This is an optimization exercise on Yosys and OpenROAD, whose aim is small area, a short achievable clock period and few clock cycles, not a production implementation.
RTL that was checked went through simulation tests only; none was proved equivalent to the original.
For runs 2 to 5, only the layout was checked, not whether the RTL still works.

==> design/flow/design.v <==
module SQRT(
	RST,
	CLK,
	IN_VALID,
	IN,
	OUT_VALID,
	OUT
);
input CLK;
input RST;
input [15:0] IN;
input IN_VALID;
output [11:0] OUT;
output OUT_VALID;
reg ovalid ;
reg [11:0] ans ;
reg [25:0] result ;
reg [25:0] indata ;  
reg [25:0] lhd ;
reg [25:0] mid ; 
reg [25:0] rhd ;  
reg [2:0] state ; 
reg [3:0] cnt ; 
assign OUT_VALID = ovalid  ;  
assign OUT = ans ;  
always@( posedge CLK or posedge RST )
begin
    if( RST == 1 )
    begin
        ovalid <= 0 ;
    end
    else 
    begin
    case(state)
    3'd0:
    begin
        ovalid <= 0 ;
    end
    3'd2:
    begin
        ovalid <= 1 ; 
    end
    endcase
    end
end
always@( posedge CLK or posedge RST )
begin
    if( RST == 1 )
    begin
        ans <= 0 ;
    end
    else 
    begin
    case(state)
    3'd2:
    begin
        ans <= result[12:1] + result[0] ; 
    end
    endcase
    end
end
always@( posedge CLK or posedge RST )
begin
    if( RST == 1 )
    begin
        state <= 0 ;  
    end
    else 
    begin
    case(state)
    3'd0:
    begin
        if( IN_VALID == 1 )
	    begin
		    state <= 1 ;  
	    end
        else
        begin
            state <= 0 ; 
        end
    end
    3'd1:
    begin
        if( cnt == 0 )
        begin
            state <= 2 ;
        end
        else
        begin
            state <= 1 ;
        end
    end
    3'd2:
    begin
        state <= 0 ;
    end
    endcase
    end
end
always@( posedge CLK )
begin
    if( state == 0 )
    begin
        if( IN_VALID == 1 )
        begin
            indata <= IN << 10 ; 
        end
    end
end
always@( posedge CLK )
begin
    if( state == 1 )
    begin
        if( cnt == 0 )
        begin
            if( lhd >= mid )
            begin 
                result <= rhd | 1 ;
            end
            else
            begin
                result <= rhd ; 
            end
        end
    end
end
always@( posedge CLK or posedge RST )
begin
    if( RST == 1 )
    begin
        cnt <= 12 ;
    end
    else 
    begin
    case(state)
    3'd0:
    begin
        cnt <= 12 ; 
    end
    3'd1:
    begin
        cnt <= cnt - 1 ; 
    end
    endcase
    end
end
always@( posedge CLK or posedge RST )
begin
    if( RST == 1 )
    begin
        lhd <= 0 ;
    end
    else 
    begin
    case(state)
    3'd0:
    begin
        if( IN_VALID == 1 )
	    begin
		    lhd <= IN << 10 ; 
	    end
    end
    3'd1:
    begin
	if( lhd >= mid )
        begin 
            lhd <= lhd - mid ;
        end
    end
    endcase
    end
end
always@( posedge CLK or posedge RST )
begin
	if( RST == 1 )
	begin	 
        mid <= 16777216 ;  
	end
	else
	begin
	case(state)
	3'd0:		
	begin
	    if( IN_VALID == 1 )
	    begin
            mid <= 16777216 ; 
	    end
	end
    3'd1:
    begin
        if( cnt != 0 )
        begin
            if( lhd >= mid )
            begin 
                mid <= ( ( rhd | ( 1 << cnt ) ) << cnt ) | ( 1 << ( cnt + cnt - 2 ) ); 
            end
            else
            begin
                mid <= ( rhd  << cnt ) | ( 1 << ( cnt + cnt - 2 ) ) ; 
            end
        end
    end
	endcase
	end
end
always@( posedge CLK or posedge RST )
begin
	if( RST == 1 )
	begin	
        rhd <= 0 ; 
	end
	else
	begin
	case(state)
	3'd0:		
	begin
	    if( IN_VALID == 1 )
	    begin
            rhd <= 0 ; 
	    end
	end
    3'd1:
    begin
        if( cnt != 0 )
        begin
           if( lhd >= mid )
            begin 
                rhd <= rhd | ( 1 << cnt ) ;
            end
        end
    end
	endcase
	end
end
endmodule
==> design/flow/run.sh <==
#!/bin/bash
# synth_recipe.tcl (not shown) runs the flow's synth.tcl, then flattens the netlist and writes it again
# the make line also repeats each setting of config.mk as NAME=value (left out here)
make -C /OpenROAD-flow-scripts/flow DESIGN_CONFIG=/design/flow/config.mk WORK_HOME=/design/flow/orfs CLKGATE_MAP_FILE= SYNTH_SCRIPT=/design/flow/synth_recipe.tcl finish
==> design/flow/config.mk <==
export PLATFORM = sky130hd
export DESIGN_NAME = SQRT
export DESIGN_NICKNAME = SQRT
export VERILOG_FILES = /design/flow/design.v
export SDC_FILE = /design/flow/constraint.sdc
export NUM_CORES = 4
export LEC_CHECK = 0
export CAP_MARGIN = 20
export CORE_MARGIN = 2
export CORE_UTILIZATION = 40
export SLEW_MARGIN = 20
==> design/flow/constraint.sdc <==
create_clock -name core_clock -period 5.0 [get_ports {CLK}]
set_input_delay 1.0000 -clock core_clock [delete_from_list [all_inputs] [get_ports {CLK}]]
set_output_delay 1.0000 -clock core_clock [all_outputs]
set_load 0.01 [all_outputs]
==> results of run 1 <==
==> per-layer routing <==
metal | global-route usage | vias to the layer above
met5 | 0 | -
met4 | 0.0637 | 0
met3 | 0.0417 | 23
met2 | 0.345 | 188
met1 | 0.325 | 2945
li1 | - | 2894
==> flip-flops by register name, summed over array words and instances, names as in the netlist <==
signal  flops
ovalid      1
mid        26
ans        12
state       2
cnt         4
rhd        16
result     13
lhd        26
==> worst paths after layout <==
| path | endpoint | cells after the start | slack, ps | startpoint |
|---|---|---|---|---|
| min reg2reg | ovalid$_DFFE_PP0P_ | 1 | 480 | ovalid$_DFFE_PP0P_ |
| min in group asynchronous | state[0]$_DFFE_PP0P_ | 2 | 940 | RST |
| min | ovalid$_DFFE_PP0P_ | 1 | 480 | ovalid$_DFFE_PP0P_ |
| max | mid[12]$_DFFE_PP0P_ | 13 | 1110 | lhd[0]$_DFFE_PP0P_ |
| max reg2reg | mid[12]$_DFFE_PP0P_ | 13 | 1110 | lhd[0]$_DFFE_PP0P_ |
| max in group asynchronous | rhd[2]$_DFFE_PP0P_ | 3 | 3330 | RST |
==> kinds of logic after synthesis <==
kind of cell / count (synthesis) / share of synthesized area
simple gates: 222 / 0.146
buf+inv: 105 / 0.0591
flops: 100 / 0.375
fa+ha+maj: 38 / 0.0704
compound gates: 257 / 0.248
mux: 37 / 0.0636
xor+xnor: 30 / 0.0383
==> layout make-up <==
class,instances,area [µm²],area share
inverters,47,178,0.0232
flip-flops and latches,100,2570,0.336
repair buffers,45,428,0.0560
well taps,220,275,0.0360
multi-input cells,584,3890,0.509
clock inverters,7,80.1,0.0105
clock buffers,9,225,0.0295
==> cell usage after synthesis, types with 4 or more instances <==
master and number:
a32oi_1 5, o21a_1 4, xor2_1 16, and2_1 7, inv_1 45, nand2b_1 5, a22o_1 5, nand2_1 68
edfxtp_1 13, a22oi_1 18, a221o_1 4, a21oi_1 59, a21o_1 10, clkbuf_1 47, nor2_1 67, nor3_1 10
and3_1 7, o211ai_1 16, buf_1 7, nand4_1 10, mux2_2 13, nor4_1 5, mux4_2 4, xnor2_1 14
a211oi_1 6, mux2i_1 20, o21ai_0 58, nand3_1 32, o31ai_1 7, dfrtp_1 84, a31oi_1 24, ha_1 37
o221ai_1 5, o31a_1 5
==> metrics by stage <==
stage	cells	worst slack [ps]	instance area, µm²	hold WS, ps
CTS	1012	1170	7650	487
global placement	995	1260	7320	467
floorplan	789	1750	6860	445
finish	1012	1110	7650	481
detailed placement	996	1180	7340	468
global route	1012	889	7650	501
==> impl_metrics.ini, run 1 <==
[sta]
period_needed_ps = 3890
max_clock_freq_mhz = 257
rsz0062_at_grt = false
tightest_slew_ps = 904
finalHoldViolations = 0
period_share = 0.778
skew_ps = 11.0
drv_slew = 0
setup_violations = 0
tns_ps = 0
max_slew_margin = 0.398

[clock_tree]
cts-htree-levels = 3
cts_root_buffer = clkbuf_16
max-clock-path-buffers = 2
cts.sinks = 100
cts_hold_buffers = 0
worstSkewPairLatency_ps = 370
post_cts_buffers = 0
clkTransAtPathRegs_ps = 80
numCtsBuffers = 9
cts_resized = 0
tritoncts = built

[worst_hold_path]
hold_path_class = reg -> reg

[logic_synthesis]
yosysTopAreaCellShare = 0.306
yosys_warnings = 1
synth_ff_type = dfrtp_1
yosys.area.top_type = dfrtp_1
yosysSeqAreaShare = 0.375
netlist_area_um2 = 6860
netlist_top_cells_area = dfrtp_1 (31%), ha_1 (6.7%), edfxtp_1 (5.7%)
synth.avg_cell_area_um2 = 8.70
ys_ff_latch = 100
yosysUniqueCellTypes = 66
syn_nets = 846
synth_edf_count = 13
async_flop_share = 0.870
synth_cells = 789

[routing]
dr_wl_met2_mm = 9.13
routed.top_layer = met4
drtIter0Drc = 498
wirelength_mm = 19.9
detail_route.vias_per_cell = 5.98
dr.pass1.iters = 7
route.detailed.drc = 0
wl_met1_mm = 9.29
vias = 6050
wl_per_cell_um = 19.7
drtAntennaViolNets = 0
wl_met3_mm = 1.14

[worst_setup_path]
cp_max_fo = 12
cp_slowest_stage_delay_ps = 470
crit_buf_inv = 2
path_delay_family = compound AO/OA/AOI/OAI gates
criticalPathCategory = reg -> reg
cp.arrival_ps = 4110
crit_path_top_delay_cell = o31a_1
required_ps = 5220
cp-end-kind = flop
worstPathCellList = inv_1 > ha_1 > inv_1 > fa_1 > a21o_1 > a221oi_2 > nor4_1 > o31a_1 > or2_2 > o21ai_0 > mux2i_1 > o21ai_0 > o221ai_1
setup.worst_path.start_class = flop

[job]
max_cap_viol_count = 0

[run_status]
outcome = finished clean

[global_routing]
antenna_found_initial = 0
grt_max_degree = 40
grt_overflow_total = 0
grt.total_usage = 0.225
grt_pass1_vias = 5769
grt_pass1_wl_mm = 31.9

[cells_and_area]
nets = 844
final_util = 0.458
drive_above_1_share = 0.0783
layout.cells.most_common = dfrtp_1
area_growth_pct = 11.4
most-common-layout-cells = dfrtp_1 (84), nand2_1 (68), nor2_1 (66), a21oi_1 (59), o21ai_0 (58)
antenna_cells = 0
fillers = 1685

[die]
die_width_um = 135
rows = 47
io_pins = 32
dieArea_um2 = 18200
core_um2 = 16700
initial_core_util = 0.411
die_h_um = 135

[placed_design]
place.gp.congestion = 1.02
port_buffers = 31
dp_hpwl_mm = 14.4
Testbench counts, summed over its fixed seeds: cycles 60,008.
==> run 2, diff against run 1 <==
==> design/flow/design.v (replaced) <==
module SQRT(
	RST,
	CLK,
	IN_VALID,
	IN,
	OUT_VALID,
	OUT
);
input CLK;
input RST;
input [15:0] IN;
input IN_VALID;
output [11:0] OUT;
output OUT_VALID;
reg [3:0] cnt;       
reg ovalid;
reg [13:0] r;        
reg [11:0] q;        
reg [7:0] x;         
assign OUT_VALID = ovalid;
assign OUT = q;
wire busy  = |cnt;
wire start = IN_VALID & ~busy;
wire last  = (cnt == 4'd9);
function [8:0] sqrt8;
	input [7:0] v;
	reg [3:0] qq;
	reg [4:0] rr;
	reg [6:0] w;
	integer i;
	begin
		qq = 4'd0;
		rr = 5'd0;
		for (i = 3; i >= 0; i = i - 1) begin
			w = {rr, v[2*i+1], v[2*i]};
			if (w >= {1'b0, qq, 2'b01}) begin
				rr = w - {1'b0, qq, 2'b01};
				qq = {qq[2:0], 1'b1};
			end else begin
				rr = w[4:0];
				qq = {qq[2:0], 1'b0};
			end
		end
		sqrt8 = {qq, rr};
	end
endfunction
wire [8:0] first = sqrt8(IN[15:8]);
wire        pos = ~r[13];
wire [15:0] a   = {r, x[7:6]};
wire [15:0] op  = {{2{pos}}, q ^ {12{pos}}, 2'b11};
wire [15:0] sum = a + op;
wire        bit_ = ~sum[15];
always @(posedge CLK or posedge RST) begin
	if (RST) begin
		cnt <= 4'd0;
		ovalid <= 1'b0;
	end else begin
		cnt <= start ? 4'd1 : (last ? 4'd0 : cnt + {3'd0, busy});
		ovalid <= last;
	end
end
always @(posedge CLK) begin
	if (start) begin
		r <= {9'd0, first[4:0]};
		q <= {8'd0, first[8:5]};
		x <= IN[7:0];
	end else begin
		r <= sum[13:0];
		q <= last ? q + {11'd0, bit_} : {q[10:0], bit_};
		x <= {x[5:0], 2'b00};
	end
end
endmodule
==> impl_metrics.ini, run 2 <==
[run_status]
outcome = finished clean

[worst_setup_path]
cp.arrival_ps = 4850
cp-end-kind = flop
required_ps = 5240
cp_max_fo = 6
criticalPathCategory = in -> reg
setup.worst_path.start_class = input port

[cells_and_area]
antenna_cells = 0
area_growth_pct = 20.9
drive_above_1_share = 0.112
nets = 431
most-common-layout-cells = nand2_1 (45), dfxtp_1 (34), clkdlybuf4s50_1 (31), nor2_1 (30), a21oi_1 (30)
fillers = 674
regMostFlops = r
layout.cells.most_common = nand2_1
largest_reg_flops = 14
top_regs = r (14), q (12), x (8)

[sta]
max_slew_margin = 0.507
finalHoldViolations = 0
tns_ps = 0
period_share = 0.922
period_needed_ps = 4610
fin_ws_ps = 388
drv_slew = 0
tightest_slew_ps = 740
rsz0062_at_grt = false
setup_violations = 0
skew_ps = 3.14
max_clock_freq_mhz = 217

[die]
dieArea_um2 = 7690
die_width_um = 87.7
initial_core_util = 0.413
die_h_um = 87.7
rows = 30
core_um2 = 6790
io_pins = 32

[global_routing]
grt_pass1_wl_mm = 10.0
grt_overflow_total = 0
grt.total_usage = 0.163
antenna_found_initial = 0
grt_max_degree = 21
grt_pass1_vias = 2208

[clock_tree]
cts_hold_buffers = 0
tritoncts = built
cts_resized = 0
numCtsBuffers = 5
clkTransAtPathRegs_ps = 70
cts.sinks = 39
worstSkewPairLatency_ps = 290
max-clock-path-buffers = 2
post_cts_buffers = 0
cts_root_buffer = clkbuf_8
cts-htree-levels = 2

[logic_synthesis]
synth_cells = 343
yosysSeqAreaShare = 0.288
synth_edf_count = 0
yosysUniqueCellTypes = 63
netlist_top_cells_area = dfxtp_1 (24%), ha_1 (13%), xnor2_1 (8.8%)
synth.avg_cell_area_um2 = 8.17
netlist_area_um2 = 2800
synth_ff_type = dfxtp_1
synth_common_cells = nand2_1 (45), dfxtp_1 (34), a21oi_1 (30), nor2_1 (30)
async_flop_share = 0.128
yosys_warnings = 1
yosysMostFrequentCell = nand2_1
ys_ff_latch = 39
yosys.area.top_type = dfxtp_1
yosysTopAreaCellShare = 0.243
syn_nets = 390

[routing]
drtIter0Drc = 75
wirelength_mm = 5.86
routed.top_layer = met4
wl_met1_mm = 2.90
dr_wl_met2_mm = 2.74
detail_route.vias_per_cell = 4.99
wl_met3_um = 168
drtAntennaViolNets = 0
route.detailed.drc = 0
vias = 2399
wl_per_cell_um = 12.2
dr.pass1.iters = 4

[placed_design]
port_buffers = 31
pre_cts_slack_ps = 55.7
place.gp.congestion = 0.868
dp_hpwl_mm = 4.60

[worst_hold_path]
hold_path_class = reg -> reg

[job]
max_cap_viol_count = 0
==> run 2: cell count changes in the layout (fill, tap and decap cells not counted), moves of 22 or more <==
cell,before,now
inv_1,44,20
a21oi_1,59,30
nor2_1,66,30
nand2_1,68,45
a31oi_1,24,2
dfxtp_1,0,34
nand3_1,32,9
dfrtp_1,84,5
o21ai_0,58,14
==> run 2: layout make-up <==
| cell class | count | area [µm²] | share of cell area |
|---|---|---|---|
| clock buffer | 8 | 100 | 0.0295 |
| inverter | 22 | 82.6 | 0.0244 |
| multi-input combinational | 271 | 1870 | 0.550 |
| sequential | 39 | 806 | 0.238 |
| tap | 96 | 120 | 0.0354 |
| timing repair buffer | 45 | 415 | 0.123 |
==> run 2: final timing paths <==
| check | from | slack, ps | cells after the start | end |
|---|---|---|---|---|
| worst max-delay path | IN[12] | 390 | 20 | r[1]$_DFF_P_ |
| worst min-delay path | x[2]$_DFF_P_ | 430 | 2 | x[4]$_DFF_P_ |
| worst max register to register | r[13]$_SDFF_PP0_ | 1150 | 18 | q[10]$_SDFF_PP0_ |
| worst min register to register | x[2]$_DFF_P_ | 430 | 2 | x[4]$_DFF_P_ |
| max in group asynchronous | RST | 3920 | 2 | ovalid$_DFF_PP0_ |
| min in group asynchronous | RST | 910 | 2 | cnt[2]$_DFF_PP0_ |
==> run 2: stage by stage <==
stage	hold WS (ps)	cells	cell area [µm²]	util
after floorplan	399	343	2800	-
after global placement	409	473	3290	0.484
after detailed placement	413	473	3290	0.484
after CTS	431	481	3390	0.499
after global routing	446	481	3390	0.499
final	426	481	3390	0.499
==> run 2: logic make-up (layout without fill, tap and decap cells) <==
| family | count (synthesis) | in the layout | share of synthesized area |
|---|---|---|---|
| buffers and inverters | 33 | 75 | 0.0469 |
| DFF | 39 | 39 | 0.287 |
| adders and majority gates | 28 | 28 | 0.125 |
| xor gates and xnor gates | 34 | 34 | 0.109 |
| muxes | 4 | 4 | 0.0143 |
| AOI/OAI and AO/OA | 77 | 77 | 0.184 |
| and+or+nand+nor | 128 | 128 | 0.233 |
==> run 2: metal layers <==
layer  vias to the layer above  GRT usage
li1                       1279          -
met1                      1090      0.221
met2                        25      0.265
met3                         5     0.0339
met4                         0     0.0378
met5                         -          0
==> run 2: critical path: stages <==
cell	delay (ps)
clkdlybuf4s50_1	500
ha_1	300
nor4_4	190
nor2_2	70
inv_2	70
o21ai_0	110
ha_1	320
nand2_1	50
or4_4	410
o211a_4	160
nand3_2	100
nor2_1	50
a21oi_1	160
ha_1	320
a31oi_1	190
a22oi_2	120
nor3_4	270
buf_4	170
mux2i_1	170
o21a_1	110
==> run 3, diff against run 2 <==
--- a/design/flow/config.mk
+++ b/design/flow/config.mk
@@ -8,4 +8,5 @@
 export CAP_MARGIN = 20
 export CORE_MARGIN = 2
 export CORE_UTILIZATION = 40
+export SETUP_SLACK_MARGIN = 2.5
 export SLEW_MARGIN = 20
==> impl_metrics.ini, run 3 <==
[run_status]
outcome = finished clean

[clock_tree]
clkTransAtPathRegs_ps = 70
cts_hold_buffers = 0
max-clock-path-buffers = 2
tritoncts = built
numCtsBuffers = 5
cts_root_buffer = clkbuf_8
cts.sinks = 39
cts-htree-levels = 2
worstSkewPairLatency_ps = 300

[cells_and_area]
most-common-layout-cells = nand2_1 (43), buf_4 (36), dfxtp_1 (30), nor2_1 (27), clkdlybuf4s50_1 (27)
finish.instance_area_um2 = 3890
fillers = 612
layout.cells.most_common = nand2_1
regMostFlops = r
final_util = 0.572
largest_reg_flops = 14
drive_above_1_share = 0.275
antenna_cells = 0
top_regs = r (14), q (12), x (8)
area_growth_pct = 38.8
nets = 457

[logic_synthesis]
synth_common_cells = nand2_1 (45), dfxtp_1 (34), a21oi_1 (30), nor2_1 (30)
synth.avg_cell_area_um2 = 8.17
async_flop_share = 0.128
ys_ff_latch = 39
synth_top_family_by_area = simple AND/OR/NAND/NOR gates
yosys_warnings = 1
yosysMostFrequentCell = nand2_1
yosysUniqueCellTypes = 63
yosysTopAreaCellShare = 0.243
netlist_top_cells_area = dfxtp_1 (24%), ha_1 (13%), xnor2_1 (8.8%)
yosys.area.top_type = dfxtp_1
synth.area.mux_share = 0.0143
netlist_area_um2 = 2800
syn_nets = 390
synth_compound_area_frac = 0.184
synth_ff_type = dfxtp_1
synth_simple_gate_area_frac = 0.233
yosysSeqAreaShare = 0.288
synth_adder_area_share = 0.125
synth_edf_count = 0
synth_xor_area_frac = 0.109
synth_cells = 343

[worst_hold_path]
hold_path_class = reg -> reg
min-delay-start = x[0]$_SDFF_PN0_

[sta]
skew_ps = 6.45
drv_slew = 0
whs_ps = 427
period_share = 0.803
period_needed_ps = 4020
fin_ws_ps = 984
max_clock_freq_mhz = 249
finalHoldViolations = 0
max_slew_margin = 0.539
tns_ps = 0
rsz0062_at_grt = true
tightest_slew_ps = 685
setup_violations = 0

[routing]
dr.pass1.iters = 4
route.detailed.drc = 0
wirelength_mm = 6.66
drtIter0Drc = 80
wl_per_cell_um = 13.1
vias = 2563
detail_route.vias_per_cell = 5.06
drtAntennaViolNets = 0

[die]
core_um2 = 6790
die_width_um = 87.7
die_h_um = 87.7
initial_core_util = 0.413
dieArea_um2 = 7690
io_pins = 32
rows = 30

[placed_design]
place.gp.congestion = 0.838
dp_hpwl_mm = 4.75
port_buffers = 31
placed_cell_area_um2 = 3400
pre_cts_slack_ps = 55.2

[global_routing]
grt_max_degree = 18
grt_pass1_wl_mm = 10.9
grt.total_usage = 0.178
grt_pass1_vias = 2466
grt_overflow_total = 0
antenna_found_initial = 0

[worst_setup_path]
criticalPathCategory = in -> reg
setup.worst_path.start_class = input port
crit_buf_inv = 5
crit_path_top_delay_cell = or4_4
cp-end-kind = flop
cp.arrival_ps = 4170
cp_slowest_stage_delay_ps = 410
required_ps = 5160
worstReg2RegStart = r[13]$_SDFF_PP0_
cp_max_fo = 6
worstPathCellList = buf_12 > buf_6 > nor4_4 > nor2_2 > inv_2 > o21ai_4 > ha_4 > nand2_1 > or4_4 > o211a_4 > nand3_4 > inv_6 > ha_4 > buf_4 > nand2_1 > nor2_1 > nand4_1 > o311a_1 > nor2_1 > o21ai_1 > a21oi_1 > o41ai_2
startpoint = IN[13]
path_delay_family = simple AND/OR/NAND/NOR gates

[job]
max_cap_viol_count = 0
[run 3: cell counts after synthesis]
Identical to the previous run, type by type.
[run 3: per-layer routing]
metal / up-vias / wire length, µm / track usage
met5: - / 0 / 0
met4: 0 / 100 / 0.0517
met2: 35 / 3310 / 0.299
met1: 1186 / 3080 / 0.231
met3: 11 / 168 / 0.0339
li1: 1331 / - / -
[run 3: worst reg2reg max path: cells and delay by family (launching register included)]
kind / cells / cell delay [ps]
xor gates and xnor gates: 1 / 130
and+or+nand+nor: 4 / 690
adders and majority gates: 3 / 640
buffers and inverters: 2 / 220
AOI/OAI and AO/OA: 6 / 870
DFF: 1 / 390
[run 3: cell families (layout without fill, tap and decap cells)]
| kind of cell | after synthesis | count (layout) |
|---|---|---|
| simple gates | 128 | 128 |
| flops | 39 | 39 |
| buf+inv | 33 | 101 |
| compound gates | 77 | 77 |
| mux | 4 | 4 |
| fa+ha+maj | 28 | 28 |
| xor+xnor | 34 | 34 |
[run 3: worst paths after layout]
check	depth (start not counted)	slack, ps	end
max	22	980	r[4]$_DFF_P_
min	2	430	x[2]$_DFF_P_
max reg2reg	16	2000	q[10]$_SDFF_PP0_
min reg2reg	2	430	x[2]$_DFF_P_
max in group asynchronous	2	3920	ovalid$_DFF_PP0_
min in group asynchronous	2	900	cnt[0]$_DFF_PP0_
[run 3: cell type report]
type / instances / area [µm²] / area share
clock buffer: 5 / 68.8 / 0.0177
tap: 96 / 120 / 0.0309
clock inverter: 3 / 15.0 / 0.00386
inverter: 22 / 100 / 0.0257
multi-input combinational: 271 / 2130 / 0.549
sequential: 39 / 813 / 0.209
timing repair buffer: 71 / 638 / 0.164
[run 3: repair_timing]
action	CTS	global route
pin swaps	14	16
setup endpoints to repair	19	20
buffers inserted	17	10
gates cloned	0	0
gates resized for setup	37	23
[run 3: per-stage QoR]
stage	cells
2_1_floorplan	343
3_3_place_gp	472
5_1_grt	507
4_1_cts	497
3_5_place_dp	472
6_report	507
==> run 4, diff against run 3 <==
--- a/design/flow/config.mk
+++ b/design/flow/config.mk
@@ -8,5 +8,5 @@
 export CAP_MARGIN = 20
 export CORE_MARGIN = 2
 export CORE_UTILIZATION = 40
-export SETUP_SLACK_MARGIN = 2.5
+export SETUP_SLACK_MARGIN = 3.2
 export SLEW_MARGIN = 20
==> impl_metrics.ini, run 4 <==
[run_status]
outcome = finished clean

[cells_and_area]
drive_above_1_share = 0.463
multi_input_area_um2 = 2360
finish.instance_area_um2 = 4710
fillers = 492
area_growth_pct = 68.0
largest_reg_flops = 14
most-common-layout-cells = buf_4 (58), nand2_1 (43), buf_6 (43), nor2_1 (25), dfxtp_1 (21)
nets = 508
layout.cells.most_common = buf_4
top_regs = r (14), q (12), x (8)
ff_latch_area_um2 = 852
regMostFlops = r
antenna_cells = 0

[clock_tree]
clkTransAtPathRegs_ps = 80
cts_root_buffer = clkbuf_8
max-clock-path-buffers = 2
cts_hold_buffers = 0
numCtsBuffers = 5
cts.sinks = 39
tritoncts = built
cts-htree-levels = 2
worstSkewPairLatency_ps = 290

[sta]
rsz0062_at_grt = true
skew_ps = 6.28
tns_ps = 0
finalHoldViolations = 0
max_slew_margin = 0.624
max_clock_freq_mhz = 247
setup_violations = 0
tightest_slew_ps = 557
drv_slew = 0
period_needed_ps = 4040
period_share = 0.808

[routing]
dr.pass1.iters = 4
vias = 2896
drtIter0Drc = 84
drtAntennaViolNets = 0
wl_per_cell_um = 14.3
route.detailed.drc = 0
detail_route.vias_per_cell = 5.19
wirelength_mm = 7.97

[worst_setup_path]
ff2ff_path_depth = 16
worstReg2RegStart = r[13]$_SDFF_PP0_
setup.worst_path.start_class = input port
required_ps = 5170
cp_slowest_stage_delay_ps = 410
crit_path_top_delay_cell = or4_4
cp_max_fo = 6
criticalPathCategory = in -> reg
path_common_cell = ha_4
cp.arrival_ps = 4210
worstPathCellList = buf_12 > inv_12 > ha_4 > nor4_4 > nor2_2 > inv_2 > o21ai_4 > ha_4 > nand2_1 > or4_4 > o211a_4 > nand3_4 > a21oi_4 > ha_4 > buf_6 > nand2b_4 > o311a_1 > nor2_1 > o21ai_1 > a21oi_1 > o41ai_2
startpoint = IN[13]
cp-end-kind = flop

[logic_synthesis]
synth_adder_area_share = 0.125
yosysSeqAreaShare = 0.288
synth_ff_type = dfxtp_1
netlist_top_cells_area = dfxtp_1 (24%), ha_1 (13%), xnor2_1 (8.8%)
yosysMostFrequentCell = nand2_1
yosys.area.top_type = dfxtp_1
synth_edf_count = 0
syn_nets = 390
netlist_area_um2 = 2800
yosysUniqueCellTypes = 63
synth_top_family_by_area = simple AND/OR/NAND/NOR gates
async_flop_share = 0.128
synth_common_cells = nand2_1 (45), dfxtp_1 (34), a21oi_1 (30), nor2_1 (30)
synth.avg_cell_area_um2 = 8.17
synth.area.mux_share = 0.0143
yosysTopAreaCellShare = 0.243
ys_ff_latch = 39
synth_xor_area_frac = 0.109
synth_simple_gate_area_frac = 0.233
synth_cells = 343
synth_compound_area_frac = 0.184
yosys_warnings = 1

[die]
die_h_um = 87.7
initial_core_util = 0.413
die_width_um = 87.7
core_um2 = 6790
io_pins = 32
dieArea_um2 = 7690
rows = 30

[global_routing]
grt_max_degree = 18
globalRouteMet1Util = 0.266
grt_pass1_wl_mm = 12.5
busiest_layer = met2
grt_pass1_vias = 2679
antenna_found_initial = 0
use_met2 = 0.358
grt.total_usage = 0.205
grt_overflow_total = 0
met3_usage = 0.0358

[placed_design]
dp_hpwl_mm = 4.67
port_buffers = 31
place.gp.congestion = 0.827
placed_cell_area_um2 = 3410

[worst_hold_path]
hold_depth = 2
min-delay-start = x[0]$_SDFF_PN0_
hold_path_class = reg -> reg

[job]
max_cap_viol_count = 0
## run 4: cell count changes in the layout (fill, tap and decap cells not counted), sizes merged
cell,delta
buf,+64
bufinv,+1
clkbuf,+1
clkdlybuf4s15,+2
clkdlybuf4s50,-14
clkinv,-2
clkinvlp,+1
dlygate4sd2,-2
dlymetal6s2s,+1
inv,-1
## run 4: final cells by class
cell class,instances,share of cell area
Multi-Input combinational cell,271,0.501
Clock inverter,2,0.00744
Sequential cell,39,0.181
Tap cell,96,0.0255
Timing Repair Buffer,122,0.246
Inverter,22,0.0221
Clock buffer,6,0.0175
## run 4: cells by family (layout without fill, tap and decap cells)
family / Yosys count / count (layout)
buf+inv: 33 / 152
fa+ha+maj: 28 / 28
mux: 4 / 4
flops: 39 / 39
simple gates: 128 / 128
compound gates: 77 / 77
xor+xnor: 34 / 34
## run 4: worst max-delay path: cells and delay by family
| kind | cells | cell delay (ps) |
|---|---|---|
| compound gates | 7 | 1020 |
| fa+ha+maj | 3 | 740 |
| buf+inv | 4 | 320 |
| simple gates | 7 | 1110 |
## run 4: final timing paths
kind,endpoint,slack (ps)
setup / recovery,r[4]$_DFF_P_,960
hold / removal,x[2]$_DFF_P_,430
setup reg to reg,q[10]$_SDFF_PP0_,1950
hold reg to reg,x[2]$_DFF_P_,430
max in group asynchronous,ovalid$_DFF_PP0_,3920
min in group asynchronous,cnt[3]$_DFF_PP0_,910
## run 4: metal layers
metal / vias up / routed length [µm]
met5: - / 0
met4: 0 / 236
met3: 24 / 304
met2: 65 / 4060
met1: 1373 / 3370
li1: 1434 / -
## run 4: what timing repair did
item,in CTS,in global routing
endpoints found under the setup margin,49,49
buffers inserted,59,19
pin swaps,44,41
resized for setup,172,41
## run 4: stage by stage
step / utilization / std cells / setup slack (ps) / hold WS [ps]
after global routing: 0.693 / 558 / 849 / 448
after global placement: 0.503 / 472 / 120 / 404
final: 0.693 / 558 / 959 / 427
after detailed placement: 0.503 / 472 / 11.0 / 413
after floorplan: - / 343 / 818 / 399
after CTS: 0.638 / 539 / 1020 / 434
==> run 5, diff against run 4 <==
--- a/design/flow/design.v
+++ b/design/flow/design.v
@@ -22,7 +22,7 @@
 wire busy  = |cnt;
 wire start = IN_VALID & ~busy;
 wire last  = (cnt == 4'd9);
-function [8:0] sqrt8;
+function [8:0] sqrt_first;
 	input [7:0] v;
 	reg [3:0] qq;
 	reg [4:0] rr;
@@ -35,21 +35,22 @@
 			w = {rr, v[2*i+1], v[2*i]};
 			if (w >= {1'b0, qq, 2'b01}) begin
 				rr = w - {1'b0, qq, 2'b01};
-				qq = {qq[2:0], 1'b1};
+				qq = {qq, 1'b1};
 			end else begin
 				rr = w[4:0];
-				qq = {qq[2:0], 1'b0};
+				qq = {qq, 1'b0};
 			end
 		end
-		sqrt8 = {qq, rr};
+		sqrt_first = {qq, rr};
 	end
 endfunction
-wire [8:0] first = sqrt8(IN[15:8]);
+wire [8:0] first = sqrt_first(IN[15:8]);
 wire        pos = ~r[13];
 wire [15:0] a   = {r, x[7:6]};
 wire [15:0] op  = {{2{pos}}, q ^ {12{pos}}, 2'b11};
 wire [15:0] sum = a + op;
-wire        bit_ = ~sum[15];
+wire        nb  = ~sum[15];
+wire [11:0] qinc = q + 12'd1;
 always @(posedge CLK or posedge RST) begin
 	if (RST) begin
 		cnt <= 4'd0;
@@ -66,7 +67,7 @@
 		x <= IN[7:0];
 	end else begin
 		r <= sum[13:0];
-		q <= last ? q + {11'd0, bit_} : {q[10:0], bit_};
+		q <= last ? (nb ? qinc : q) : {q[10:0], nb};
 		x <= {x[5:0], 2'b00};
 	end
 end
--- a/design/flow/config.mk
+++ b/design/flow/config.mk
@@ -8,5 +8,5 @@
 export CAP_MARGIN = 20
 export CORE_MARGIN = 2
 export CORE_UTILIZATION = 40
-export SETUP_SLACK_MARGIN = 3.2
+export SETUP_SLACK_MARGIN = 2.4
 export SLEW_MARGIN = 20
==> impl_metrics.ini, run 5 <==
[clock_tree]
worstSkewPairLatency_ps = 300
cts_root_buffer = clkbuf_8
cts-htree-levels = 2
cts_hold_buffers = 0
numCtsBuffers = 5
max-clock-path-buffers = 2
clkTransAtPathRegs_ps = 70
cts.sinks = 39
tritoncts = built

[worst_setup_path]
criticalPathCategory = in -> reg
cp-end-kind = flop
ff2ff_path_depth = 12
cp_max_fo = 4
setup.worst_path.start_class = input port
worstReg2RegStart = r[13]$_SDFF_PP0_
crit_buf_inv = 2
cp.arrival_ps = 4010
crit_path_top_delay_cell = or3_4
r2r-end = q[4]$_SDFFE_PP0P_
worstPathCellList = buf_12 > inv_12 > ha_4 > or3_4 > nand2_4 > ha_4 > or3_4 > a21oi_4 > nor3_4 > a21oi_2 > xnor2_2 > ha_1 > a21oi_2 > o21a_1 > o211a_4 > mux2_4 > mux2i_4
cp_slowest_stage_delay_ps = 340
required_ps = 5220
r2r_slack_ps = 2380
path_delay_family = simple AND/OR/NAND/NOR gates

[cells_and_area]
regMostFlops = r
finish.instance_area_um2 = 3960
area_growth_pct = 40.3
most-common-layout-cells = nand2_1 (40), buf_4 (29), clkdlybuf4s50_1 (27), dfxtp_1 (27), inv_1 (25)
top_regs = r (14), q (12), x (8)
ff_latch_area_um2 = 852
layout.cells.most_common = nand2_1
drive_above_1_share = 0.238
multi_input_area_um2 = 2130
largest_reg_flops = 14
fillers = 613
antenna_cells = 0
nets = 451

[routing]
drtAntennaViolNets = 0
wl_per_cell_um = 14.7
dr.pass1.iters = 4
wirelength_mm = 7.34
drtIter0Drc = 138
route.detailed.drc = 0
detail_route.vias_per_cell = 5.24
vias = 2622

[die]
core_um2 = 6790
initial_core_util = 0.415
io_pins = 32
die_width_um = 88.0
dieArea_um2 = 7740
rows = 30
die_h_um = 88.0

[logic_synthesis]
yosysMostFrequentCell = nand2_1
synth_common_cells = nand2_1 (42), dfxtp_1 (30), ha_1 (29), xnor2_1 (27), inv_1 (26)
synth.avg_cell_area_um2 = 8.33
yosysUniqueCellTypes = 59
netlist_area_um2 = 2820
ys_ff_latch = 39
yosysTopAreaCellShare = 0.213
synth_edf_count = 4
syn_nets = 387
synth_cells = 339
netlist_top_cells_area = dfxtp_1 (21%), ha_1 (13%), xnor2_1 (8.4%)
yosys_warnings = 1
async_flop_share = 0.128
yosysSeqAreaShare = 0.300
yosys.area.top_type = dfxtp_1
synth_ff_type = dfxtp_1

[global_routing]
grt_pass1_vias = 2480
grt_max_degree = 20
grt_overflow_total = 0
grt_pass1_wl_mm = 11.4
antenna_found_initial = 0
grt.total_usage = 0.188

[worst_hold_path]
hold_path_class = reg -> reg
hold_depth = 2
hold_end = x[2]$_DFF_P_
min-delay-start = x[0]$_SDFF_PN0_

[placed_design]
pre_cts_slack_ps = 46.7
placed_cell_area_um2 = 3330
place.gp.congestion = 0.838
port_buffers = 31
dp_hpwl_mm = 4.88

[job]
max_cap_viol_count = 0

[sta]
tns_ps = 0
finalHoldViolations = 0
fin_ws_ps = 1210
skew_ps = 12.1
drv_slew = 0
setup_violations = 0
whs_ps = 425
tightest_slew_ps = 615
max_clock_freq_mhz = 264
period_share = 0.759
max_slew_margin = 0.590
period_needed_ps = 3790
rsz0062_at_grt = true

[run_status]
outcome = finished clean
## run 5: cell count changes in the layout (fill, tap and decap cells not counted), moves of 7 or more
cell             before  now
dfxtp_4              12    1
buf_6                43    6
nor2_1               25   18
inv_1                17   25
buf_4                58   29
clkdlybuf4s50_1      13   27
## run 5: kinds of logic after synthesis
kind of cell | synth area share
and+or+nand+nor | 0.203
AOI/OAI and AO/OA | 0.203
DFF | 0.300
buffers and inverters | 0.0519
xor gates and xnor gates | 0.0900
adders and majority gates | 0.129
muxes | 0.0239
## run 5: worst max path at each step
stage,start,end,slack (ps),cells past startpoint
finish,IN[13],r[1]$_DFF_P_,1210,17
global route,IN[13],r[1]$_DFF_P_,1080,17
CTS,IN[13],r[1]$_DFF_P_,1080,15
detailed placement,IN[13],r[1]$_DFF_P_,50,15
global placement,IN[13],r[1]$_DFF_P_,100,15
floorplan,IN[13],r[1]$_DFF_P_,820,15
## run 5: per-stage QoR
stage | instances | util
floorplan | 339 | -
global placement | 462 | 0.491
detailed placement | 462 | 0.491
CTS | 487 | 0.547
global route | 500 | 0.583
finish | 500 | 0.583
## run 5: repair_timing
item                                    in CTS  in global routing
gates cloned                                 1                  0
endpoints found under the setup margin      23                 21
pin swaps                                   18                 27
resized for setup                           43                 26
buffers inserted                            16                 13
## run 5: tightest hold or removal path, cell delays in order (launching register included)
cell and delay (ps):
dfxtp_1 310, nand2_1 40, nand2_1 50
## run 5: routing by layer
layer  track usage  share of wire  vias to the layer above
li1              -              -                     1343
met1         0.262           0.47                     1208
met2         0.300           0.48                       62
met3        0.0320          0.043                        9
met4        0.0517         0.0074                        0
met5             0              0                        -
## run 5: layout make-up
class / count / share of cell area
timing repair buffer: 67 / 0.155
sequential: 39 / 0.215
clock inverter: 1 / 0.00758
clock buffer: 7 / 0.0246
multi-input combinational: 264 / 0.539
tap: 96 / 0.0303
inverter: 26 / 0.0278
==> run 6, diff against run 5 <==
==> design/flow/design.v (replaced) <==
module SQRT(
	RST,
	CLK,
	IN_VALID,
	IN,
	OUT_VALID,
	OUT
);
input CLK;
input RST;
input [15:0] IN;
input IN_VALID;
output [11:0] OUT;
output OUT_VALID;
reg [3:0] cnt;       
reg ovalid;
reg [13:0] r;        
reg [11:0] q;        
reg [11:0] x;         
assign OUT_VALID = ovalid;
assign OUT = q;
wire busy  = |cnt;
wire start = IN_VALID & ~busy;
wire last  = (cnt == 4'd11);
function [4:0] sqrt_first;
	input [3:0] v;
	reg [1:0] qq;
	reg [2:0] rr;
	reg [4:0] w;
	integer i;
	begin
		qq = 2'd0;
		rr = 3'd0;
		for (i = 1; i >= 0; i = i - 1) begin
			w = {rr, v[2*i+1], v[2*i]};
			if (w >= {1'b0, qq, 2'b01}) begin
				rr = w - {1'b0, qq, 2'b01};
				qq = {qq, 1'b1};
			end else begin
				rr = w[2:0];
				qq = {qq, 1'b0};
			end
		end
		sqrt_first = {qq, rr};
	end
endfunction
wire [4:0] first = sqrt_first(IN[15:12]);
wire        pos = ~r[13];
wire [15:0] a   = {r, x[11:10]};
wire [15:0] op  = {{2{pos}}, q ^ {12{pos}}, 2'b11};
wire [15:0] sum = a + op;
wire        nb  = ~sum[15];
wire [11:0] qinc = q + 12'd1;
always @(posedge CLK or posedge RST) begin
	if (RST) begin
		cnt <= 4'd0;
		ovalid <= 1'b0;
	end else begin
		cnt <= start ? 4'd1 : (last ? 4'd0 : cnt + {3'd0, busy});
		ovalid <= last;
	end
end
always @(posedge CLK) begin
	if (start) begin
		r <= {11'd0, first[2:0]};
		q <= {10'd0, first[4:3]};
		x <= IN[11:0];
	end else begin
		r <= sum[13:0];
		q <= last ? (nb ? qinc : q) : {q[10:0], nb};
		x <= {x[9:0], 2'b00};
	end
end
endmodule
--- a/design/flow/config.mk
+++ b/design/flow/config.mk
@@ -8,5 +8,4 @@
 export CAP_MARGIN = 20
 export CORE_MARGIN = 2
 export CORE_UTILIZATION = 40
-export SETUP_SLACK_MARGIN = 2.4
 export SLEW_MARGIN = 20
==> impl_metrics.ini, run 6 <==
[clock_tree]
post_cts_buffers = 0
worstSkewPairLatency_ps = 300
cts.sinks = 43
numCtsBuffers = 5
cts_resized = 0
cts_hold_buffers = 0
max-clock-path-buffers = 2
cts_root_buffer = clkbuf_8
cts-htree-levels = 2
tritoncts = built
clkTransAtPathRegs_ps = 90

[worst_setup_path]
r2r-end = q[5]$_SDFFE_PP0P_
cp_max_fo = 13
r2r_slack_ps = 2060
ff2ff_path_depth = 8
required_ps = 5180
criticalPathCategory = reg -> reg
setup.worst_path.start_class = flop
cp-end-kind = flop
cp.arrival_ps = 3120
startpoint = r[13]$_SDFF_PP0_
worstReg2RegStart = r[13]$_SDFF_PP0_

[logic_synthesis]
yosys_warnings = 1
synth_common_cells = nand2_1 (55), dfxtp_1 (36), xnor2_1 (27), nor2_1 (22), ha_1 (21)
yosysMostFrequentCell = nand2_1
synth.avg_cell_area_um2 = 8.35
syn_nets = 338
netlist_top_cells_area = dfxtp_1 (29%), ha_1 (11%), xnor2_1 (9.5%)
netlist_area_um2 = 2490
synth_ff_type = dfxtp_1
ys_ff_latch = 43
synth_edf_count = 2
yosysTopAreaCellShare = 0.290
yosys.area.top_type = dfxtp_1
async_flop_share = 0.116
yosysSeqAreaShare = 0.364
yosysUniqueCellTypes = 46
synth_cells = 298

[sta]
rsz0062_at_grt = false
period_share = 0.587
finalHoldViolations = 0
setup_violations = 0
drv_slew = 0
whs_ps = 427
tightest_slew_ps = 959
period_needed_ps = 2940
max_clock_freq_mhz = 341
max_slew_margin = 0.358
tns_ps = 0
skew_ps = 6.77

[worst_hold_path]
hold_depth = 2
min-delay-start = x[6]$_DFF_P_
hold_path_class = reg -> reg
hold_end = x[8]$_DFF_P_

[cells_and_area]
instances_no_fill = 404
regMostFlops = r
layout.cells.most_common = nand2_1
largest_reg_flops = 14
most-common-layout-cells = nand2_1 (55), dfxtp_1 (36), clkdlybuf4s50_1 (31), xnor2_1 (27), nor2_1 (22)
nets = 368
top_regs = r (14), q (12), x (12)
area_growth_pct = 19.9
drive_above_1_share = 0.0547
antenna_cells = 0
fillers = 611

[die]
die_h_um = 82.9
io_pins = 32
rows = 28
initial_core_util = 0.418
dieArea_um2 = 6860
die_width_um = 82.9
core_um2 = 5960

[placed_design]
dp_hpwl_mm = 4.04
place.gp.congestion = 0.876
port_buffers = 31
post-place-cells = 396

[routing]
route.detailed.drc = 0
dr.pass1.iters = 4
drtAntennaViolNets = 0
detail_route.vias_per_cell = 5.21
drtIter0Drc = 86
wl_per_cell_um = 13.5
vias = 2105
wirelength_mm = 5.46

[global_routing]
grt.total_usage = 0.166
grt_overflow_total = 0
grt_pass1_vias = 2017
grt_max_degree = 32
antenna_found_initial = 0
grt_pass1_wl_mm = 9.44

[run_status]
outcome = finished clean

[job]
max_cap_viol_count = 0
-- run 6: cell types whose count changed after synthesis, sizes merged, moves of 7 or more --
cell,change
nand2,+13
a21oi,-10
inv,-10
ha,-8
nor3,-8
o21ai,+7
-- run 6: how the worst max path moves through the flow --
stage	slack [ps]	to	cells after the start
after floorplan	2210	q[11]$_SDFFE_PP0P_	10
after global placement	2110	q[9]$_SDFFE_PP0P_	8
after detailed placement	2100	q[5]$_SDFFE_PP0P_	8
after CTS	2070	q[5]$_SDFFE_PP0P_	8
after global routing	1810	q[10]$_SDFFE_PP0P_	8
final	2060	q[5]$_SDFFE_PP0P_	8
-- run 6: cell type report --
cell class | instances | area, µm² | area share
sequential | 43 | 906 | 0.304
clock inverter | 3 | 43.8 | 0.0147
tap | 75 | 93.8 | 0.0315
inverter | 17 | 63.8 | 0.0214
clock buffer | 5 | 68.8 | 0.0231
timing repair buffer | 32 | 318 | 0.107
multi-input combinational | 229 | 1490 | 0.499
-- run 6: cells by family (layout without fill, tap and decap cells) --
family	count (synthesis)	count (layout)	synth area share
fa+ha+maj	21	21	0.106
compound gates	66	66	0.179
buf+inv	26	57	0.0397
mux	1	1	0.00453
flops	43	43	0.364
xor+xnor	32	32	0.113
simple gates	109	109	0.195
-- run 6: worst max-delay path, cell delays in order (launching register included) --
cell and delay [ps]:
dfxtp_1 730, xnor2_1 190, ha_1 280, a21oi_1 200, o21a_1 170, a2bb2oi_1 770, a211oi_1 200, xnor2_1 200
o21ai_1 70
-- run 6: stage by stage --
| step | setup slack, ps | area, µm² | utilization |
|---|---|---|---|
| 2_1_floorplan | 2210 | 2490 | - |
| 3_3_place_gp | 2110 | 2870 | 0.482 |
| 3_5_place_dp | 2100 | 2870 | 0.482 |
| 4_1_cts | 2070 | 2980 | 0.501 |
| 5_1_grt | 1810 | 2980 | 0.501 |
| 6_report | 2060 | 2980 | 0.501 |
-- run 6: metal layers --
layer  vias to the layer above  GRT usage  routed length (µm)
met3                         8     0.0338                 199
li1                       1079          -                   -
met2                        47      0.265                2460
met1                       971      0.222                2710
met5                         -          0                   0
met4                         0     0.0611                  95
Testbench counts of run 6, summed over its fixed seeds: cycles 48,008.
==> run 7, diff against run 6 <==
--- a/design/flow/config.mk
+++ b/design/flow/config.mk
@@ -8,4 +8,5 @@
 export CAP_MARGIN = 20
 export CORE_MARGIN = 2
 export CORE_UTILIZATION = 40
+export SETUP_SLACK_MARGIN = 2.3
 export SLEW_MARGIN = 20
==> impl_metrics.ini, run 7 <==
[logic_synthesis]
yosysMostFrequentCell = nand2_1
synth_ff_type = dfxtp_1
synth.avg_cell_area_um2 = 8.35
yosysUniqueCellTypes = 46
yosys.area.top_type = dfxtp_1
synth_common_cells = nand2_1 (55), dfxtp_1 (36), xnor2_1 (27), nor2_1 (22), ha_1 (21)
async_flop_share = 0.116
yosysSeqAreaShare = 0.364
netlist_area_um2 = 2490
yosysTopAreaCellShare = 0.290
yosys_warnings = 1
synth_edf_count = 2
syn_nets = 338
synth_cells = 298
ys_ff_latch = 43
netlist_top_cells_area = dfxtp_1 (29%), ha_1 (11%), xnor2_1 (9.5%)

[die]
core_um2 = 5960
initial_core_util = 0.418
die_width_um = 82.9
dieArea_um2 = 6860
io_pins = 32
rows = 28
die_h_um = 82.9

[routing]
wl_per_cell_um = 12.4
detail_route.vias_per_cell = 5.09
drtAntennaViolNets = 0
vias = 2075
wirelength_mm = 5.08
drtIter0Drc = 117
route.detailed.drc = 0
dr.pass1.iters = 4

[cells_and_area]
drive_above_1_share = 0.0721
top_regs = r (14), q (12), x (12)
nets = 372
instances_no_fill = 408
most-common-layout-cells = nand2_1 (55), dfxtp_1 (35), clkdlybuf4s50_1 (31), xnor2_1 (27), nor2_1 (22)
largest_reg_flops = 14
layout.cells.most_common = nand2_1
antenna_cells = 0
regMostFlops = r
area_growth_pct = 22.5

[clock_tree]
cts_hold_buffers = 0
max-clock-path-buffers = 2
tritoncts = built
worstSkewPairLatency_ps = 300
numCtsBuffers = 5
cts-htree-levels = 2
cts.sinks = 43
cts_root_buffer = clkbuf_8
clkTransAtPathRegs_ps = 90

[sta]
tightest_slew_ps = 773
period_needed_ps = 2550
max_slew_margin = 0.484
max_clock_freq_mhz = 393
period_share = 0.509
rsz0062_at_grt = true
skew_ps = 8.08
drv_slew = 0
finalHoldViolations = 0
tns_ps = 0
setup_violations = 0

[worst_setup_path]
required_ps = 5040
cp-end-kind = flop
criticalPathCategory = reg -> reg
cp_max_fo = 9
crit_path_top_delay_cell = dfxtp_1
worstPathCellList = xnor2_1 > ha_1 > a211o_1 > nor3b_2 > nor3_1 > o31a_1 > o221ai_1
crit_buf_inv = 0
setup.worst_path.start_class = flop
path_delay_family = compound AO/OA/AOI/OAI gates
cp_slowest_stage_delay_ps = 500
cp.arrival_ps = 2590

[placed_design]
dp_hpwl_mm = 3.79
place.gp.congestion = 0.811
post-place-cells = 396
port_buffers = 31

[job]
max_cap_viol_count = 0

[global_routing]
grt_overflow_total = 0
grt.total_usage = 0.153
antenna_found_initial = 0
grt_pass1_wl_mm = 8.66
grt_pass1_vias = 1851
grt_max_degree = 19

[worst_hold_path]
hold_path_class = reg -> reg

[run_status]
outcome = finished clean
## run 7: cell counts after synthesis
No cell type changed its count.
## run 7: path summary, 6_finish.rpt
path,startpoint,to,slack (ps),cells past startpoint
setup / recovery,q[3]$_SDFFE_PP0P_,q[0]$_DFFE_PP_,2450,7
hold reg to reg,x[6]$_DFF_P_,x[8]$_DFF_P_,430,2
min in group asynchronous,RST,cnt[0]$_DFF_PP0_,890,2
max in group asynchronous,RST,cnt[2]$_DFF_PP0_,3940,2
hold / removal,x[6]$_DFF_P_,x[8]$_DFF_P_,430,2
setup reg to reg,q[3]$_SDFFE_PP0P_,q[0]$_DFFE_PP_,2450,7
## run 7: metrics by stage
stage	utilization	hold slack, ps	instance area, µm²	worst slack [ps]
floorplan	-	399	2490	2430
detailed placement	0.483	406	2880	1910
global route	0.512	445	3050	2300
finish	0.512	427	3050	2450
global placement	0.483	403	2880	2000
CTS	0.506	430	3010	2390
## run 7: worst min-delay path: cells and delay by family (launching register included)
family           cells  cell delay [ps]
and+or+nand+nor      2               90
DFF                  1              310
## run 7: cell families after synthesis
group / Yosys count / synth area share
AND/OR/NAND/NOR: 109 / 0.195
AO/OA/AOI/OAI: 66 / 0.179
flip-flops: 43 / 0.364
XOR/XNOR: 32 / 0.113
buffers and inverters: 26 / 0.0397
adder cells (fa/ha/maj): 21 / 0.106
multiplexers: 1 / 0.00453
## run 7: cell type report
class                           count  area [µm²]
Multi-Input combinational cell    229        1500
Clock inverter                      2        37.5
Timing Repair Buffer               36         348
Fill cell                         586        2910
Inverter                           17        63.8
Clock buffer                        6        93.8
Sequential cell                    43         910
Tap cell                           75        93.8
## run 7: timing repair
item | CTS | global route
setup buffers | 0 | 4
setup endpoints to repair | 14 | 7
pin swaps | 0 | 0
gates resized for setup | 2 | 1
## run 7: routing by layer
metal / vias up / global-route usage / part of all wire
met5: - / 0 / 0
met4: 0 / 0.0268 / 0.0073
met3: 5 / 0.0477 / 0.046
met2: 53 / 0.252 / 0.47
met1: 921 / 0.200 / 0.47
li1: 1096 / - / -
==> run 8, diff against run 7 <==
--- a/design/flow/config.mk
+++ b/design/flow/config.mk
@@ -8,5 +8,5 @@
 export CAP_MARGIN = 20
 export CORE_MARGIN = 2
 export CORE_UTILIZATION = 40
-export SETUP_SLACK_MARGIN = 2.3
+export SETUP_SLACK_MARGIN = 2.7
 export SLEW_MARGIN = 20
==> impl_metrics.ini, run 8 <==
[run_status]
outcome = finished clean

[routing]
dr.pass1.iters = 4
wirelength_mm = 5.55
vias = 2121
route.detailed.drc = 0
drtIter0Drc = 93
wl_per_cell_um = 13.1
drtAntennaViolNets = 0
detail_route.vias_per_cell = 5.01

[clock_tree]
cts_root_buffer = clkbuf_8
clkTransAtPathRegs_ps = 90
cts-htree-levels = 2
max-clock-path-buffers = 2
worstSkewPairLatency_ps = 300
cts_hold_buffers = 0
numCtsBuffers = 5
tritoncts = built
cts.sinks = 43

[global_routing]
grt_pass1_wl_mm = 9.18
antenna_found_initial = 0
grt.total_usage = 0.161
grt_overflow_total = 0
grt_pass1_vias = 2063
grt_max_degree = 32

[sta]
period_needed_ps = 2430
rsz0062_at_grt = true
max_clock_freq_mhz = 412
tightest_slew_ps = 492
whs_ps = 428
tns_ps = 0
fin_ws_ps = 2570
finalHoldViolations = 0
setup_violations = 0
max_slew_margin = 0.671
drv_slew = 0
skew_ps = 7.24
period_share = 0.485

[logic_synthesis]
yosysMostFrequentCell = nand2_1
synth_common_cells = nand2_1 (55), dfxtp_1 (36), xnor2_1 (27), nor2_1 (22), ha_1 (21)
synth_edf_count = 2
synth_ff_type = dfxtp_1
netlist_area_um2 = 2490
yosys.area.top_type = dfxtp_1
synth.avg_cell_area_um2 = 8.35
ys_ff_latch = 43
yosysTopAreaCellShare = 0.290
yosysUniqueCellTypes = 46
yosysSeqAreaShare = 0.364
synth_cells = 298
netlist_top_cells_area = dfxtp_1 (29%), ha_1 (11%), xnor2_1 (9.5%)
async_flop_share = 0.116
yosys_warnings = 1
syn_nets = 338

[placed_design]
port_buffers = 31
post-place-cells = 396
dp_hpwl_mm = 3.79
placed_cell_area_um2 = 2890
pre_cts_slack_ps = 2210
place.gp.congestion = 0.784

[cells_and_area]
instances_no_fill = 423
regMostFlops = r
final_util = 0.541
fillers = 581
multi_input_area_um2 = 1570
ff_latch_area_um2 = 923
antenna_cells = 0
layout.cells.most_common = nand2_1
drive_above_1_share = 0.161
most-common-layout-cells = nand2_1 (54), xnor2_1 (27), clkdlybuf4s50_1 (27), dfxtp_1 (26), nor2_1 (22)
finish.instance_area_um2 = 3220
area_growth_pct = 29.6
top_regs = r (14), q (12), x (12)
nets = 387
largest_reg_flops = 14

[worst_hold_path]
hold_path_class = reg -> reg

[worst_setup_path]
cp.arrival_ps = 2670
crit_buf_inv = 0
cp-end-kind = flop
r2r_slack_ps = 2570
setup.worst_path.start_class = flop
path_delay_family = simple AND/OR/NAND/NOR gates
worstPathCellList = xnor2_1 > ha_1 > nand3_2 > a211oi_4 > nor3_2 > o31a_1 > or4_1 > nand3_1
cp_max_fo = 11
crit_path_top_delay_cell = or4_1
criticalPathCategory = reg -> reg
cp_slowest_stage_delay_ps = 420
required_ps = 5240

[die]
rows = 28
die_h_um = 82.9
io_pins = 32
dieArea_um2 = 6860
die_width_um = 82.9
initial_core_util = 0.418
core_um2 = 5960

[job]
max_cap_viol_count = 0
## run 8: cell counts after synthesis
Identical to the previous run, type by type.
## run 8: worst paths after layout
path	startpoint	end	cells past startpoint
worst min register to register	x[4]$_DFF_P_	x[6]$_DFF_P_	2
worst max-delay path	r[13]$_SDFF_PP0_	q[2]$_SDFFE_PP0P_	8
min in group asynchronous	RST	ovalid$_DFF_PP0_	2
max in group asynchronous	RST	cnt[3]$_DFF_PP0_	2
worst max register to register	r[13]$_SDFF_PP0_	q[2]$_SDFFE_PP0P_	8
worst min-delay path	x[4]$_DFF_P_	x[6]$_DFF_P_	2
## run 8: final cells by class
type | count | share of cell area
inverter | 17 | 0.0198
timing repair buffer | 51 | 0.144
tap | 75 | 0.0291
clock inverter | 2 | 0.00543
clock buffer | 6 | 0.0291
multi-input combinational | 229 | 0.486
sequential | 43 | 0.286
## run 8: cell families (layout without fill, tap and decap cells)
group / Yosys count / count (layout) / synth area share
muxes: 1 / 1 / 0.00453
xor gates and xnor gates: 32 / 32 / 0.113
DFF: 43 / 43 / 0.364
adders and majority gates: 21 / 21 / 0.106
buffers and inverters: 26 / 76 / 0.0397
and+or+nand+nor: 109 / 109 / 0.195
AOI/OAI and AO/OA: 66 / 66 / 0.179
## run 8: worst reg2reg max path: stages, from the launching register on
cell and delay [ps]:
dfxtp_4 410, xnor2_1 160, ha_1 350, nand3_2 160, a211oi_4 340, nor3_2 80, o31a_1 340, or4_1 430
nand3_1 100
## run 8: metal layers
| layer | vias up | GRT usage | wire length (µm) |
|---|---|---|---|
| met5 | - | 0 | 0 |
| met4 | 0 | 0.0402 | 58 |
| met3 | 8 | 0.0298 | 209 |
| met2 | 43 | 0.287 | 2750 |
| met1 | 954 | 0.200 | 2540 |
| li1 | 1116 | - | - |
## run 8: what timing repair did
action                     in CTS  in global routing
buffers inserted               16                  2
setup endpoints to repair      34                 23
pin swaps                      10                  3
gates resized for setup        19                  9
cloned                          0                  1
==> run 9, diff against run 8 <==
==> design/flow/flow/run.sh (new file) <==
#!/bin/bash
set -o pipefail
export BUFFER_PORTS_ARGS="-buffer_cell sky130_fd_sc_hd__buf_1"
bash standard.sh > standard.log 2>&1
==> design/flow/standard.sh (new file) <==
#!/bin/bash
# synth_recipe.tcl (not shown) runs the flow's synth.tcl, then flattens the netlist and writes it again
# the make line also repeats each setting of config.mk as NAME=value (left out here)
make -C /OpenROAD-flow-scripts/flow DESIGN_CONFIG=/design/flow/config.mk WORK_HOME=/design/flow/orfs CLKGATE_MAP_FILE= SYNTH_SCRIPT=/design/flow/synth_recipe.tcl "${@:-finish}"
--- a/design/flow/config.mk
+++ b/design/flow/config.mk
@@ -7,6 +7,6 @@
 export LEC_CHECK = 0
 export CAP_MARGIN = 20
 export CORE_MARGIN = 2
-export CORE_UTILIZATION = 40
-export SETUP_SLACK_MARGIN = 2.7
+export CORE_UTILIZATION = 60
+export SETUP_SLACK_MARGIN = 2.5
 export SLEW_MARGIN = 20
removed: design/flow/run.sh
==> impl_metrics.ini, run 9 <==
[worst_setup_path]
required_ps = 5250
worstReg2RegStart = r[13]$_SDFF_PP0_
r2r_slack_ps = 2480
cp-end-kind = flop
cp.arrival_ps = 2770
cp_slowest_stage_delay_ps = 410
criticalPathCategory = reg -> reg
cp_max_fo = 8
r2r-end = q[2]$_SDFFE_PP0P_
worstPathCellList = buf_4 > xnor2_1 > ha_2 > nand2_1 > o21ai_2 > nor3_2 > o31a_1 > or4_1 > nand3_1
crit_path_top_delay_cell = ha_2
ff2ff_path_depth = 9
path_delay_family = simple AND/OR/NAND/NOR gates
crit_buf_inv = 1
setup.worst_path.start_class = flop

[global_routing]
antenna_found_initial = 0
grt.total_usage = 0.237
grt_pass1_wl_mm = 8.19
grt_pass1_vias = 1861
grt_max_degree = 19
grt_overflow_total = 0

[logic_synthesis]
yosysMostFrequentCell = nand2_1
yosys.area.top_type = dfxtp_1
ys_ff_latch = 43
yosysUniqueCellTypes = 46
synth_cells = 298
synth_ff_type = dfxtp_1
async_flop_share = 0.116
netlist_area_um2 = 2490
yosysSeqAreaShare = 0.364
syn_nets = 338
yosys_warnings = 1
synth.avg_cell_area_um2 = 8.35
netlist_top_cells_area = dfxtp_1 (29%), ha_1 (11%), xnor2_1 (9.5%)
yosysTopAreaCellShare = 0.290
synth_common_cells = nand2_1 (55), dfxtp_1 (36), xnor2_1 (27), nor2_1 (22), ha_1 (21)
synth_edf_count = 2

[sta]
setup_violations = 0
fin_ws_ps = 2480
finalHoldViolations = 0
skew_ps = 4.07
drv_slew = 0
period_needed_ps = 2520
rsz0062_at_grt = true
tns_ps = 0
tightest_slew_ps = 776
max_clock_freq_mhz = 396
max_slew_margin = 0.481
period_share = 0.504

[routing]
dr.pass1.iters = 4
route.detailed.drc = 0
wirelength_mm = 5.48
vias = 2189
detail_route.vias_per_cell = 5.56
wl_per_cell_um = 13.9
drtIter0Drc = 73
drtAntennaViolNets = 0

[run_status]
outcome = finished clean

[clock_tree]
cts_root_buffer = clkbuf_8
worstSkewPairLatency_ps = 300
tritoncts = built
cts_hold_buffers = 0
numCtsBuffers = 5
cts.sinks = 43
clkTransAtPathRegs_ps = 90
cts-htree-levels = 2
max-clock-path-buffers = 2

[cells_and_area]
drive_above_1_share = 0.128
most-common-layout-cells = nand2_1 (55), dfxtp_1 (33), buf_1 (31), xnor2_1 (27), nor2_1 (22)
layout.cells.most_common = nand2_1
antenna_cells = 0
largest_reg_flops = 14
final_util = 0.741
fillers = 312
nets = 383
ff_latch_area_um2 = 915
multi_input_area_um2 = 1600
top_regs = r (14), q (12), x (12)
area_growth_pct = 19.2
regMostFlops = r

[worst_hold_path]
hold_path_class = reg -> reg
hold_depth = 2
min-delay-start = x[1]$_SDFF_PN0_
hold_end = x[3]$_DFF_P_

[job]
max_cap_viol_count = 0

[die]
die_h_um = 68.4
rows = 23
io_pins = 32
initial_core_util = 0.622
core_um2 = 4000
die_width_um = 68.4
dieArea_um2 = 4680

[placed_design]
pre_cts_slack_ps = 2210
port_buffers = 31
place.gp.congestion = 0.835
dp_hpwl_mm = 3.73
==> run 9: cell counts after synthesis <==
Identical to the previous run, type by type.
==> run 9: per-layer routing <==
| metal | routed length (µm) | vias to the layer above | share of wire | GRT usage |
|---|---|---|---|---|
| met4 | 111 | 0 | 0.020 | 0.0675 |
| met1 | 2430 | 1021 | 0.44 | 0.291 |
| met2 | 2750 | 44 | 0.50 | 0.415 |
| met3 | 191 | 13 | 0.035 | 0.0493 |
| met5 | 0 | - | 0 | 0 |
| li1 | - | 1111 | - | - |
==> run 9: timing repair <==
action | 4_1_cts | 5_1_grt
buffers inserted | 2 | 12
gates cloned | 0 | 1
pin swaps | 0 | 11
resized for setup | 3 | 19
endpoints found under the setup margin | 15 | 14
==> run 9: tightest hold or removal path, cell delays in order (launching register included) <==
cell and delay (ps):
dfxtp_1 310, nand2_1 40, nand2_1 40
==> run 9: cell type report <==
| class | instances | share of cell area |
|---|---|---|
| Sequential cell | 43 | 0.308 |
| Timing Repair Buffer | 46 | 0.0772 |
| Clock inverter | 3 | 0.00802 |
| Inverter | 17 | 0.0215 |
| Clock buffer | 5 | 0.0232 |
| Tap cell | 50 | 0.0211 |
| Multi-Input combinational cell | 230 | 0.541 |
==> run 9: logic make-up after synthesis <==
kind of cell    count (synthesis)  synth area share
compound gates                 66             0.179
xor+xnor                       32             0.113
fa+ha+maj                      21             0.106
buf+inv                        26            0.0397
flops                          43             0.364
mux                             1           0.00453
simple gates                  109             0.195
==> run 9: worst max path at each step <==
stage,startpoint,endpoint,cells past startpoint
finish,r[13]$_SDFF_PP0_,q[2]$_SDFFE_PP0P_,9
detailed placement,IN_VALID,q[1]$_DFFE_PP_,7
global placement,IN_VALID,q[1]$_DFFE_PP_,7
floorplan,r[13]$_SDFF_PP0_,q[2]$_SDFFE_PP0P_,10
CTS,IN_VALID,q[1]$_DFFE_PP_,7
global route,r[13]$_SDFF_PP0_,q[2]$_SDFFE_PP0P_,9
==> run 9: through the flow <==
step	hold WS (ps)	std cells	cell area [µm²]
5_1_grt	446	394	2970
2_1_floorplan	399	298	2500
3_3_place_gp	401	371	2660
4_1_cts	430	381	2770
6_report	428	394	2970
3_5_place_dp	410	371	2660

[port drivers added, routing unchanged]
In the flow no input, the clock included, has a driving cell. The finished layouts below were timed again as built, in two steps. Step 1 assumes that a clkbuf_16 drives the clock port and a buf_2 every other input. Step 2 adds t to the input delays and takes it off the output delays; t is the mean of the earliest and latest rising clock arrival at the registers after step 1. Input paths then give back, and output paths get back, about the clock's delay inside the block. Slacks: ideal ports / drivers / drivers and shift; pairs: ideal ports / drivers.
| run | shift t [ns] | slack for setup (ns) | worst setup path after step 2 | worst register clock-pin slew, ns | worst data-port slew with drivers (ns) |
|---|---|---|---|---|---|
| run 1 | 0.403 | 1.109 / 1.109 / 1.109 | register to register | 0.08 / 0.08 | 0.03 |
| run 2 | 0.318 | 0.388 / 0.395 / 0.078 | input to register | 0.08 / 0.08 | 0.03 |
| run 3 | 0.320 | 0.984 / 0.949 / 0.629 | input to register | 0.08 / 0.08 | 0.06 |
| run 4 | 0.317 | 0.959 / 0.906 / 0.590 | input to register | 0.08 / 0.08 | 0.08 |
| run 5 | 0.318 | 1.206 / 1.172 / 0.854 | input to register | 0.09 / 0.09 | 0.06 |
| run 6 | 0.323 | 2.065 / 2.065 / 2.065 | register to register | 0.09 / 0.09 | 0.03 |
| run 7 | 0.327 | 2.454 / 2.454 / 2.198 | input to register | 0.09 / 0.09 | 0.03 |
| run 8 | 0.324 | 2.573 / 2.573 / 2.522 | input to register | 0.09 / 0.09 | 0.03 |
| run 9 | 0.327 | 2.478 / 2.478 / 2.437 | input to register | 0.09 / 0.09 | 0.03 |
After both steps every run listed still meets setup and hold. The setup slack of run 4, which loses most, moves by -0.053 ns with the drivers and by -0.369 ns with both steps.
